Background: an optimization exercise with open tools, aiming at small area and a short achievable clock period. Do not read the settings as production practice.
At most, simulation tests tie the RTL to the original design; equivalence was not proved.
Function not checked in run 1: the RTL went through the layout flow alone.

`design.v`:
```
module overall_neural_network_training(
	input clock,
	input reset,
	input inp_1,
	input inp_2,
	input inp_3,
	input inp_4,
	input inp_5,
	input inp_6,
	output outp_1,
	output outp_2,
	output outp_3
);
	wire [5:0] x = {inp_6, inp_5, inp_4, inp_3, inp_2, inp_1};
	wire [5:0] h;    
	wire [2:0] o;    
	wire [2:0] o_nx;  
	reg  [5:0] xr;   
	reg  r1;         
	always @(posedge clock)
		xr <= x;
	always @(posedge clock or posedge reset)
		if (reset) r1 <= 1'b1;
		else r1 <= 1'b0;
	wire [5:0] xn = xr & {6{~r1}};
	wire [5:0] xc = xr | {6{r1}};
	wire [5:0] hc = h | {6{r1}};
	wire [2:0] oc = o | {3{r1}};
	reg  [2:0] fin;  
	localparam [36*12-1:0] INIT_H = {
		12'h005, 12'hFEA, 12'h025, 12'hFF4, 12'h01C, 12'hFE1,    
		12'h013, 12'hFF1, 12'h003, 12'hFED, 12'h015, 12'hFFB,    
		12'h01D, 12'hFF1, 12'h021, 12'h01F, 12'hFE7, 12'h013,    
		12'h008, 12'hFF3, 12'h010, 12'hFEB, 12'h015, 12'hFEA,    
		12'h00C, 12'hFE5, 12'hFDB, 12'h012, 12'hFF1, 12'h020,    
		12'h019, 12'hFF6, 12'h017, 12'hFDC, 12'h00E, 12'hFE9};   
	localparam [18*12-1:0] INIT_O = {
		12'h005, 12'hFF6, 12'h023, 12'hFE3, 12'h019, 12'hFE2,    
		12'h010, 12'hFFD, 12'hFE2, 12'h006, 12'h022, 12'hFE4,    
		12'h002, 12'hFED, 12'h014, 12'h01B, 12'hFE2, 12'hFF5};   
	wire [36*12-1:0] wh;
	wire [18*12-1:0] wo;
	genvar i, j;
	generate
		for (i = 0; i < 6; i = i + 1) begin : hid
			for (j = 0; j < 6; j = j + 1) begin : syn
				synapse #(.INIT(INIT_H[(6*i+j)*12 +: 12])) s (
					.clock(clock), .reset(reset),
					.pre_w(xn[j]), .post_w(h[i]), .pre_c(xc[j]), .post_c(hc[i]),
					.w(wh[(6*i+j)*12 +: 12]));
			end
			neuron n (
				.clock(clock), .reset(reset),
				.in(xn), .w(wh[72*i +: 72]), .spike(h[i]), .spike_nx());
		end
		for (i = 0; i < 3; i = i + 1) begin : out
			for (j = 0; j < 6; j = j + 1) begin : syn
				synapse #(.INIT(INIT_O[(6*i+j)*12 +: 12])) s (
					.clock(clock), .reset(reset),
					.pre_w(h[j]), .post_w(o[i]), .pre_c(hc[j]), .post_c(oc[i]),
					.w(wo[(6*i+j)*12 +: 12]));
			end
			neuron n (
				.clock(clock), .reset(reset),
				.in(h), .w(wo[72*i +: 72]), .spike(o[i]), .spike_nx(o_nx[i]));
		end
	endgenerate
	always @(posedge clock)
		fin <= o_nx[0] ? 3'b100 : o_nx[1] ? 3'b010 : o_nx[2] ? 3'b001 : 3'b000;
	assign {outp_1, outp_2, outp_3} = fin;
endmodule
module neuron(
	input clock,
	input reset,
	input [5:0] in,
	input [71:0] w,
	output reg spike,
	output spike_nx
);
	reg [11:0] v;
	wire [14:0] sum = (in[0] ? w[11:0]  : 12'd0) + (in[1] ? w[23:12] : 12'd0)
	                + (in[2] ? w[35:24] : 12'd0) + (in[3] ? w[47:36] : 12'd0)
	                + (in[4] ? w[59:48] : 12'd0) + (in[5] ? w[71:60] : 12'd0);
	wire [15:0] t = {4'd0, v} + {1'b0, sum} - 16'd3;    
	assign spike_nx = (t >= 16'd3700);
	always @(posedge clock or posedge reset)
		if (reset) begin
			v <= 12'd10;
			spike <= 1'b0;
		end else if (t >= 16'd3700) begin
			v <= 12'd10;
			spike <= 1'b1;
		end else begin
			v <= (t < 16'd10) ? 12'd10 : t[11:0];
			spike <= 1'b0;
		end
endmodule
module synapse #(parameter [11:0] INIT = 12'd0) (
	input clock,
	input reset,
	input pre_w,      
	input post_w,
	input pre_c,      
	input post_c,
	output reg [11:0] w
);
	reg [11:0] cp;    
	reg [11:0] cm;    
	reg f;            
	wire zp = ~|cp[10:0];
	wire zm1 = ~|cm[10:1];
	wire zm = zm1 & ~cm[0];
	wire [11:0] cp_inc = f ? 12'd1 : {cp[10:0], cp[11] ^ cp[7] ^ cp[1] ^ cp[0] ^ zp};
	wire [11:0] cm_inc = f ? 12'd1 : {cm[10:0], cm[11] ^ cm[7] ^ cm[1] ^ cm[0] ^ zm};
	wire p_le1 = f | zp;
	wire m_le1 = f | zm;
	wire m_eq1 = ~f & zm1 & cm[0] & ~cm[11];
	reg [11:0] dw;
	always @(*)
		case ({pre_w, post_w})
			2'b01: dw = p_le1 ? 12'd1 : 12'd0;
			2'b10: dw = m_le1 ? 12'hFFE : m_eq1 ? 12'hFFC : 12'd0;
			2'b11: dw = 12'd3;
			default: dw = 12'd0;
		endcase
	always @(posedge clock or posedge reset)
		if (reset) begin
			f <= 1'b1;
			w <= INIT;
		end else begin
			f <= pre_c & post_c;
			w <= w + dw;
		end
	always @(posedge clock) begin
		cp <= pre_c ? (cp & {12{~(post_c & f)}}) : cp_inc;
		cm <= post_c ? (cm & {12{~(pre_c & f)}}) : cm_inc;
	end
endmodule
```
`run.sh`:
```
#!/bin/bash
# synth_recipe.tcl (not shown) runs the flow's synth.tcl, then flattens the netlist and writes it again
# the make line also repeats each setting of config.mk as NAME=value (left out here)
make -C /OpenROAD-flow-scripts/flow DESIGN_CONFIG=/design/flow/config.mk WORK_HOME=/design/flow/orfs CLKGATE_MAP_FILE= SYNTH_SCRIPT=/design/flow/synth_recipe.tcl finish
```
`config.mk`:
```
export PLATFORM = sky130hd
export DESIGN_NAME = overall_neural_network_training
export DESIGN_NICKNAME = overall_neural_network_training
export VERILOG_FILES = /design/flow/design.v
export SDC_FILE = /design/flow/constraint.sdc
export NUM_CORES = 4
export LEC_CHECK = 0
export CAP_MARGIN = 20
export CORE_MARGIN = 2
export CORE_UTILIZATION = 40
export SLEW_MARGIN = 20
```
`constraint.sdc`:
```
create_clock -name core_clock -period 10.0 [get_ports {clock}]
set_input_delay 2.0000 -clock core_clock [delete_from_list [all_inputs] [get_ports {clock}]]
set_output_delay 2.0000 -clock core_clock [all_outputs]
set_load 0.01 [all_outputs]
```
==> results of run 1 <==
-- layer usage --
layer  vias to the layer above  global-route usage, %  routed length, um
met2                      1025                  29.55             140700
met3                       359                  1.731               8471
met1                     47930                  24.94             151200
met5                         -                      0                  0
met4                         0                  4.370               7028
li1                      51140                      -                  -
-- logic make-up after synthesis --
family,count (synthesis),synth area share (%)
xor+xnor,1068,6.984
other cells,1,0.002800
mux,644,4.817
buf+inv,1671,4.690
simple gates,4474,16.22
flops,2125,35.19
fa+ha+maj,1485,16.09
compound gates,3257,16.01
-- area by class of cell --
type | count | share of cell area (%)
multi-input combinational | 10930 | 54.74
sequential | 2125 | 31.98
antenna | 3 | 0.005091
clock inverter | 110 | 0.8612
clock buffer | 343 | 4.922
timing repair buffer | 128 | 0.7280
tap | 4387 | 3.722
inverter | 1197 | 3.049
-- layout by cell type, fill, tap and decap left out, types with 512 or more instances in the layout --
master	synthesis	routed
inv_1	1196	1195
mux2i_1	640	640
nor2_1	923	908
a22o_1	543	543
o21ai_0	1134	1134
xnor2_1	809	808
and2_1	512	512
ha_1	1089	1089
dfxtp_1	1305	1305
nand2_1	1320	1320
-- flip-flops by register name, summed over array words and instances (netlist names), 3 cells and up --
register	cells
fin	3
hid.n.spike	6
hid.n.v	72
hid.syn.s.cm	432
hid.syn.s.cp	432
hid.syn.s.f	36
hid.syn.s.w	432
out.n.spike	3
out.n.v	36
out.syn.s.cm	216
out.syn.s.cp	216
out.syn.s.f	18
out.syn.s.w	216
xr	6
-- final timing paths --
path / startpoint / to / slack [ns] / depth (start not counted)
max in group asynchronous: reset / hid[1].n.spike / 6.56 / 4
worst max register to register: r1 / hid[0].n.v[3] / 0.91 / 30
worst min register to register: hid[0].syn[4].s.cm[8] / hid[0].syn[4].s.cm[9] / 0.48 / 1
worst min-delay path: hid[0].syn[4].s.cm[8] / hid[0].syn[4].s.cm[9] / 0.48 / 1
min in group asynchronous: reset / out[0].syn[2].s.w[2] / 1.44 / 2
worst max-delay path: r1 / hid[0].n.v[3] / 0.91 / 30
-- per-stage QoR --
| stage | TNS, ns | worst slack [ns] | cells | hold WS [ns] |
|---|---|---|---|---|
| after floorplan | -1281.57 | -2.946 | 14730 | 0.4641 |
| after global placement | 0 | 1.069 | 18770 | 0.4742 |
| after detailed placement | 0 | 0.9729 | 18770 | 0.4774 |
| after CTS | 0 | 0.9086 | 19220 | 0.4698 |
| after global routing | 0 | 0.2105 | 19220 | 0.4903 |
| final | 0 | 0.9103 | 19220 | 0.4759 |
-- cell usage after synthesis (32+ instances only) --
library cell,instances
nand2_1,1320
dfxtp_1,1305
inv_1,1196
o21ai_0,1134
ha_1,1089
nor2_1,923
xnor2_1,809
mux2i_1,640
a22o_1,543
and2_1,512
a21oi_1,498
dfrtp_1,435
clkbuf_1,413
fa_1,396
dfstp_2,385
nor3_1,369
nand3_1,309
nor4_1,282
xor2_1,259
a21o_1,238
a21boi_0,203
nand2b_1,181
or3_1,133
and3_1,128
nor2b_1,105
or2_2,104
a31oi_1,81
o21a_1,65
o311ai_0,64
a2111oi_0,63
o311a_1,61
buf_1,58
o31a_1,50
nor3b_1,41
a211oi_1,33
a22oi_1,32
-- worst register-to-register path, delay by kind of cell, from the launching register on --
family / cells / cell delay, ns
compound gates: 13 / 2.85
fa+ha+maj: 7 / 2.77
simple gates: 8 / 2.65
flops: 1 / 0.57
buf+inv: 2 / 0.15
==> results.sh, run 1 <==
export IMPL_ys_types=87
export IMPL_port_buffers=10
export IMPL_place_area_um2=138900
export IMPL_path_max_fanout=18
export IMPL_floorplan_initialDensity_pct=40.17
export IMPL_hp_class="reg -> reg"
export IMPL_rsz0062_at_grt="false"
export IMPL_viasPerCell=5.226
export IMPL_numCtsBuffers=241
export IMPL_ff_latch_area_um2=47150
export IMPL_place_congestion=0.8100
export IMPL_maxCapViolCount=0
export IMPL_dieArea_um2=339500
export IMPL_synth_async_reset_ratio_pct=38.59
export IMPL_grt_pass1_wl_mm=509.0
export IMPL_worst_setup_hold_path_clk_slew_ns=0.06
export IMPL_nNetsFinal=16120
export IMPL_wl_per_cell_um=15.99
export IMPL_cp_end_kind="flip-flop"
export IMPL_clock_skew_ns=0.06598
export IMPL_worst_path_buf_inv=2
export IMPL_synthCells=14730
export IMPL_relSlewSlack_pct=26.63
export IMPL_slowest_delay_ns=0.64
export IMPL_cts_root_buf="clkbuf_16"
export IMPL_ys_seq_elements=2125
export IMPL_crit_type="reg -> reg"
export IMPL_io_pins=11
export IMPL_n_fill_cell=32100
export IMPL_grt_max_degree=140
export IMPL_clock_path_buffers=4
export IMPL_seq_area_frac_synth_pct=35.19
export IMPL_cp_required_ns=10.80
export IMPL_path_common_cell="ha_1"
export IMPL_antenna_left=0
export IMPL_clock_sinks=2125
export IMPL_cp_arrival_ns=9.89
export IMPL_fmax_mhz=110.0
export IMPL_setup_viol=0
export IMPL_ys_top_cells_by_area="dfxtp_1 20%, ha_1 10%, dfrtp_1 8.1%"
export IMPL_synth_top_area_share_pct=19.51
export IMPL_routed_wirelength_mm=307.5
export IMPL_fin_crit_sh_pct=90.90
export IMPL_hpwl_mm=219.5
export IMPL_grtUsageTotal_pct=17.85
export IMPL_post_route_min_period_ns=9.090
export IMPL_antenna_found_initial=6
export IMPL_synthToLayoutAreaGrowth_pct=10.10
export IMPL_die_w_um=582.7
export IMPL_cts_setup_buffers=0
export IMPL_multi_input_comb_area_um2=80720
export IMPL_syn_avg_cell_area_um2=9.096
export IMPL_stdcell_area_um2=147500
export IMPL_die_h_um=582.7
export IMPL_drive_above_1_share_pct=7.275
export IMPL_slew_viol_final=0
export IMPL_synth_edf_count=0
export IMPL_crit_slowest_cell="or4b_1"
export IMPL_synth_top_flop_cell="dfxtp_1"
export IMPL_synth_fp_nets=16220
export IMPL_num_vias=100500
export IMPL_grt_pass1_vias=97460
export IMPL_overflow=0
export IMPL_num_rows=212
export IMPL_synth_area_leader_cell="dfxtp_1"
export IMPL_synth_area_um2=133900
export IMPL_drt_iter0_drc=5378
export IMPL_cp_top_family="compound AO/OA/AOI/OAI gates"
export IMPL_clock_latency_ns=0.93
export IMPL_cts_max_level=4
export IMPL_hold_viol=0
export IMPL_cts_hold_buffers=0
export IMPL_fin_util_pct=44.23
export IMPL_cts_tree="done"
export IMPL_status="no timing/DRC/antenna violations"
export IMPL_post_cts_resize_count=0
export IMPL_tightest_slew_ns=1.091
export IMPL_drtPass1Iterations=5
export IMPL_core_area_um2=333400
export IMPL_drc=0
export IMPL_yosysWarnings=44
export IMPL_start_kind="flip-flop"
==> run 2, diff against run 1 <==
--- a/design.v
+++ b/design.v
@@ -15,16 +15,4 @@
 	wire [5:0] h;    
 	wire [2:0] o;    
-	wire [2:0] o_nx;  
-	reg  [5:0] xr;   
-	reg  r1;         
-	always @(posedge clock)
-		xr <= x;
-	always @(posedge clock or posedge reset)
-		if (reset) r1 <= 1'b1;
-		else r1 <= 1'b0;
-	wire [5:0] xn = xr & {6{~r1}};
-	wire [5:0] xc = xr | {6{r1}};
-	wire [5:0] hc = h | {6{r1}};
-	wire [2:0] oc = o | {3{r1}};
 	reg  [2:0] fin;  
 	localparam [36*12-1:0] INIT_H = {
@@ -47,10 +35,10 @@
 				synapse #(.INIT(INIT_H[(6*i+j)*12 +: 12])) s (
 					.clock(clock), .reset(reset),
-					.pre_w(xn[j]), .post_w(h[i]), .pre_c(xc[j]), .post_c(hc[i]),
+					.pre(x[j]), .post(h[i]),
 					.w(wh[(6*i+j)*12 +: 12]));
 			end
 			neuron n (
 				.clock(clock), .reset(reset),
-				.in(xn), .w(wh[72*i +: 72]), .spike(h[i]), .spike_nx());
+				.in(x), .w(wh[72*i +: 72]), .spike(h[i]));
 		end
 		for (i = 0; i < 3; i = i + 1) begin : out
@@ -58,14 +46,14 @@
 				synapse #(.INIT(INIT_O[(6*i+j)*12 +: 12])) s (
 					.clock(clock), .reset(reset),
-					.pre_w(h[j]), .post_w(o[i]), .pre_c(hc[j]), .post_c(oc[i]),
+					.pre(h[j]), .post(o[i]),
 					.w(wo[(6*i+j)*12 +: 12]));
 			end
 			neuron n (
 				.clock(clock), .reset(reset),
-				.in(h), .w(wo[72*i +: 72]), .spike(o[i]), .spike_nx(o_nx[i]));
+				.in(h), .w(wo[72*i +: 72]), .spike(o[i]));
 		end
 	endgenerate
 	always @(posedge clock)
-		fin <= o_nx[0] ? 3'b100 : o_nx[1] ? 3'b010 : o_nx[2] ? 3'b001 : 3'b000;
+		fin <= o[0] ? 3'b100 : o[1] ? 3'b010 : o[2] ? 3'b001 : 3'b000;
 	assign {outp_1, outp_2, outp_3} = fin;
 endmodule
@@ -75,6 +63,5 @@
 	input [5:0] in,
 	input [71:0] w,
-	output reg spike,
-	output spike_nx
+	output reg spike
 );
 	reg [11:0] v;
@@ -83,5 +70,4 @@
 	                + (in[4] ? w[59:48] : 12'd0) + (in[5] ? w[71:60] : 12'd0);
 	wire [15:0] t = {4'd0, v} + {1'b0, sum} - 16'd3;    
-	assign spike_nx = (t >= 16'd3700);
 	always @(posedge clock or posedge reset)
 		if (reset) begin
@@ -99,8 +85,6 @@
 	input clock,
 	input reset,
-	input pre_w,      
-	input post_w,
-	input pre_c,      
-	input post_c,
+	input pre,
+	input post,
 	output reg [11:0] w
 );
@@ -118,5 +102,5 @@
 	reg [11:0] dw;
 	always @(*)
-		case ({pre_w, post_w})
+		case ({pre, post})
 			2'b01: dw = p_le1 ? 12'd1 : 12'd0;
 			2'b10: dw = m_le1 ? 12'hFFE : m_eq1 ? 12'hFFC : 12'd0;
@@ -126,13 +110,13 @@
 	always @(posedge clock or posedge reset)
 		if (reset) begin
-			f <= 1'b1;
+			cp <= 12'd0;
+			cm <= 12'd0;
+			f <= 1'b0;
 			w <= INIT;
 		end else begin
-			f <= pre_c & post_c;
+			f <= pre & post;
+			cp <= pre ? (cp & {12{~(post & f)}}) : cp_inc;
+			cm <= post ? (cm & {12{~(pre & f)}}) : cm_inc;
 			w <= w + dw;
 		end
-	always @(posedge clock) begin
-		cp <= pre_c ? (cp & {12{~(post_c & f)}}) : cp_inc;
-		cm <= post_c ? (cm & {12{~(pre_c & f)}}) : cm_inc;
-	end
 endmodule
==> results.sh, run 2 <==
export IMPL_rsz0062_at_grt="false"
export IMPL_nNetsFinal=15660
export IMPL_worst_setup_hold_path_clk_slew_ns=0.06
export IMPL_synth_area_leader_cell="dfrtp_1"
export IMPL_crit_type="in -> reg"
export IMPL_tightest_slew_ns=1.059
export IMPL_clock_latency_ns=0.92
export IMPL_clock_sinks=2118
export IMPL_wl_per_cell_um=15.30
export IMPL_drtPass1Iterations=6
export IMPL_yosysWarnings=44
export IMPL_drc=0
export IMPL_final_cell_count_no_fill=18940
export IMPL_ys_types=96
export IMPL_routed_wirelength_mm=289.8
export IMPL_num_rows=215
export IMPL_multi_input_comb_area_um2=77930
export IMPL_post_cts_resize_count=0
export IMPL_grtUsageTotal_pct=16.52
export IMPL_core_area_um2=343000
export IMPL_slowest_delay_ns=0.53
export IMPL_post_route_min_period_ns=8.865
export IMPL_seq_area_frac_synth_pct=38.72
export IMPL_slew_viol_final=0
export IMPL_io_pins=11
export IMPL_viasPerCell=5.262
export IMPL_cp_arrival_ns=9.65
export IMPL_ff_latch_area_um2=53430
export IMPL_cts_setup_buffers=0
export IMPL_start_kind="input port"
export IMPL_relSlewSlack_pct=29.10
export IMPL_maxCapViolCount=0
export IMPL_grt_pass1_wl_mm=495.0
export IMPL_cp_end_kind="flip-flop"
export IMPL_grt_pass1_vias=97570
export IMPL_syn_avg_cell_area_um2=9.588
export IMPL_drive_above_1_share_pct=6.643
export IMPL_path_max_fanout=44
export IMPL_clock_skew_ns=0.06592
export IMPL_hold_viol=0
export IMPL_dieArea_um2=349500
export IMPL_grt_max_degree=162
export IMPL_dpl_cell_count=18460
export IMPL_clock_path_buffers=4
export IMPL_mostFrequentLayoutCell="dfrtp_1"
export IMPL_antenna_found_initial=10
export IMPL_die_w_um=591.2
export IMPL_fmax_mhz=112.8
export IMPL_ys_top_cells_by_count="1785 x dfrtp_1, 1106 x inv_1, 1089 x ha_1"
export IMPL_n_fill_cell=32890
export IMPL_ys_seq_elements=2118
export IMPL_drt_iter0_drc=6153
export IMPL_place_congestion=0.8193
export IMPL_port_buffers=10
export IMPL_cts_max_level=5
export IMPL_hp_class="reg -> reg"
export IMPL_hpwl_mm=200.8
export IMPL_fin_crit_sh_pct=88.65
export IMPL_num_vias=99660
export IMPL_synth_edf_count=0
export IMPL_synthCells=14390
export IMPL_synth_async_reset_ratio_pct=99.86
export IMPL_yosys_cell_count_top_type="dfrtp_1"
export IMPL_ys_top_cells_by_area="dfrtp_1 32%, ha_1 9.9%, dfstp_2 6.3%"
export IMPL_status="no timing/DRC/antenna violations"
export IMPL_synth_fp_nets=15880
export IMPL_reg_largest_list="hid.syn.s.cm x432, hid.syn.s.cp x432, hid.syn.s.w x432"
export IMPL_cts_root_buf="clkbuf_16"
export IMPL_synth_top_area_share_pct=32.39
export IMPL_cts_hold_buffers=0
export IMPL_setup_viol=0
export IMPL_synth_area_um2=137900
export IMPL_numCtsBuffers=265
export IMPL_crit_slowest_cell="fa_1"
export IMPL_antenna_left=0
export IMPL_die_h_um=591.2
export IMPL_synthToLayoutAreaGrowth_pct=9.900
export IMPL_synth_top_flop_cell="dfrtp_1"
export IMPL_cts_tree="done"
export IMPL_setup_tns_ns=0
export IMPL_cp_required_ns=10.78
export IMPL_floorplan_initialDensity_pct=40.21
export IMPL_overflow=0
export IMPL_layout_common_cells="1776 x dfrtp_1, 1105 x inv_1, 1089 x ha_1"
[run 2: cell count changes in the layout (fill, tap and decap cells not counted), moves of 109 or more]
cell and delta:
a32o_1 +584, mux2i_1 -566, dfrtp_1 +1347, dfxtp_1 -1302, nor2b_1 +205, a21oi_1 +196, nor2_1 -375, nand3_1 +447
and3_1 -109, a22o_1 -511, o21ai_0 -197, nand2b_1 +415, nand2_1 -287
[run 2: cells by family after synthesis]
group                      count (synthesis)  share of synthesized area [%]
DFF                                     2118                          38.72
and+or+nand+nor                         4670                          17.60
buffers and inverters                   1756                          4.787
xor gates and xnor gates                1097                          6.966
AOI/OAI and AO/OA                       3185                          15.76
muxes                                     74                         0.5371
adders and majority gates               1485                          15.63
[run 2: final cells by class]
| type | instances | share of cell area, % |
|---|---|---|
| multi-input combinational | 10510 | 51.42 |
| sequential | 2118 | 35.25 |
| clock buffer | 398 | 5.098 |
| tap | 4557 | 3.762 |
| inverter | 1110 | 2.751 |
| timing repair buffer | 159 | 0.9328 |
| clock inverter | 79 | 0.7768 |
| antenna | 7 | 0.01156 |
[run 2: final timing paths]
| check | startpoint | to | slack [ns] | cells past startpoint |
|---|---|---|---|---|
| max in group asynchronous | reset | out[2].syn[2].s.cp[5] | 6.21 | 4 |
| setup / recovery | inp_2 | hid[5].n.v[1] | 1.13 | 33 |
| hold / removal | hid[2].syn[3].s.w[0] | hid[2].syn[3].s.w[0] | 0.50 | 1 |
| min in group asynchronous | reset | hid[4].syn[1].s.cm[9] | 1.69 | 2 |
| setup reg to reg | hid[0].n.spike | out[0].n.v[10] | 1.42 | 31 |
| hold reg to reg | hid[2].syn[3].s.w[0] | hid[2].syn[3].s.w[0] | 0.50 | 1 |
[run 2: worst max-delay path: cells and delay by family]
family,cells,cell delay [ns]
buffers and inverters,4,0.53
XOR/XNOR,3,0.54
adder cells (fa/ha/maj),7,2.89
AO/OA/AOI/OAI,11,2.09
AND/OR/NAND/NOR,8,1.55
[run 2: metrics by stage]
step | util, % | instance area, um^2 | setup slack (ns) | hold slack, ns
global placement | 41.59 | 142700 | 0.3553 | 0.4798
finish | 44.19 | 151600 | 1.135 | 0.4974
CTS | 44.19 | 151600 | 1.215 | 0.5040
detailed placement | 41.59 | 142700 | 0.2861 | 0.4908
floorplan | - | 137900 | -21.10 | 0.3823
global route | 44.19 | 151600 | 0.4753 | 0.5181
[run 2: per-layer routing]
metal	routed length, um	track usage [%]	vias up
met5	13	0	-
met2	132300	26.73	1052
met1	143700	23.81	48290
met4	5706	3.658	2
met3	8108	1.716	365
li1	-	-	49950

static timing again, ports no longer ideal:
Ports are ideal in the flow. The routed layouts listed here were re-timed in OpenROAD.
Step 1: set_driving_cell puts a clkbuf_16 on clock and a buf_2 on each other input, an assumption about the parent block.
Step 2, shift: input delay + t, output delay - t, t = (earliest + latest rising clock arrival at the registers) / 2. This alone moves slack from input paths to output paths.
Slacks: no drivers / after step 1 / after step 2; pairs: no drivers / after step 1.
run	t (ns)	slack for setup (ns)	worst hold slack (ns)	worst register clock-pin slew, ns
run 1	1.005	0.910 / 0.910 / 0.910	0.476 / 0.476 / 0.476	0.07 / 0.07
run 2	0.993	1.135 / 1.095 / 0.102	0.497 / 0.497 / 0.497	0.06 / 0.06
After both steps every run listed still meets setup and hold. The setup slack of run 2, which loses most, moves by -0.040 ns with the drivers and by -1.033 ns with both steps.
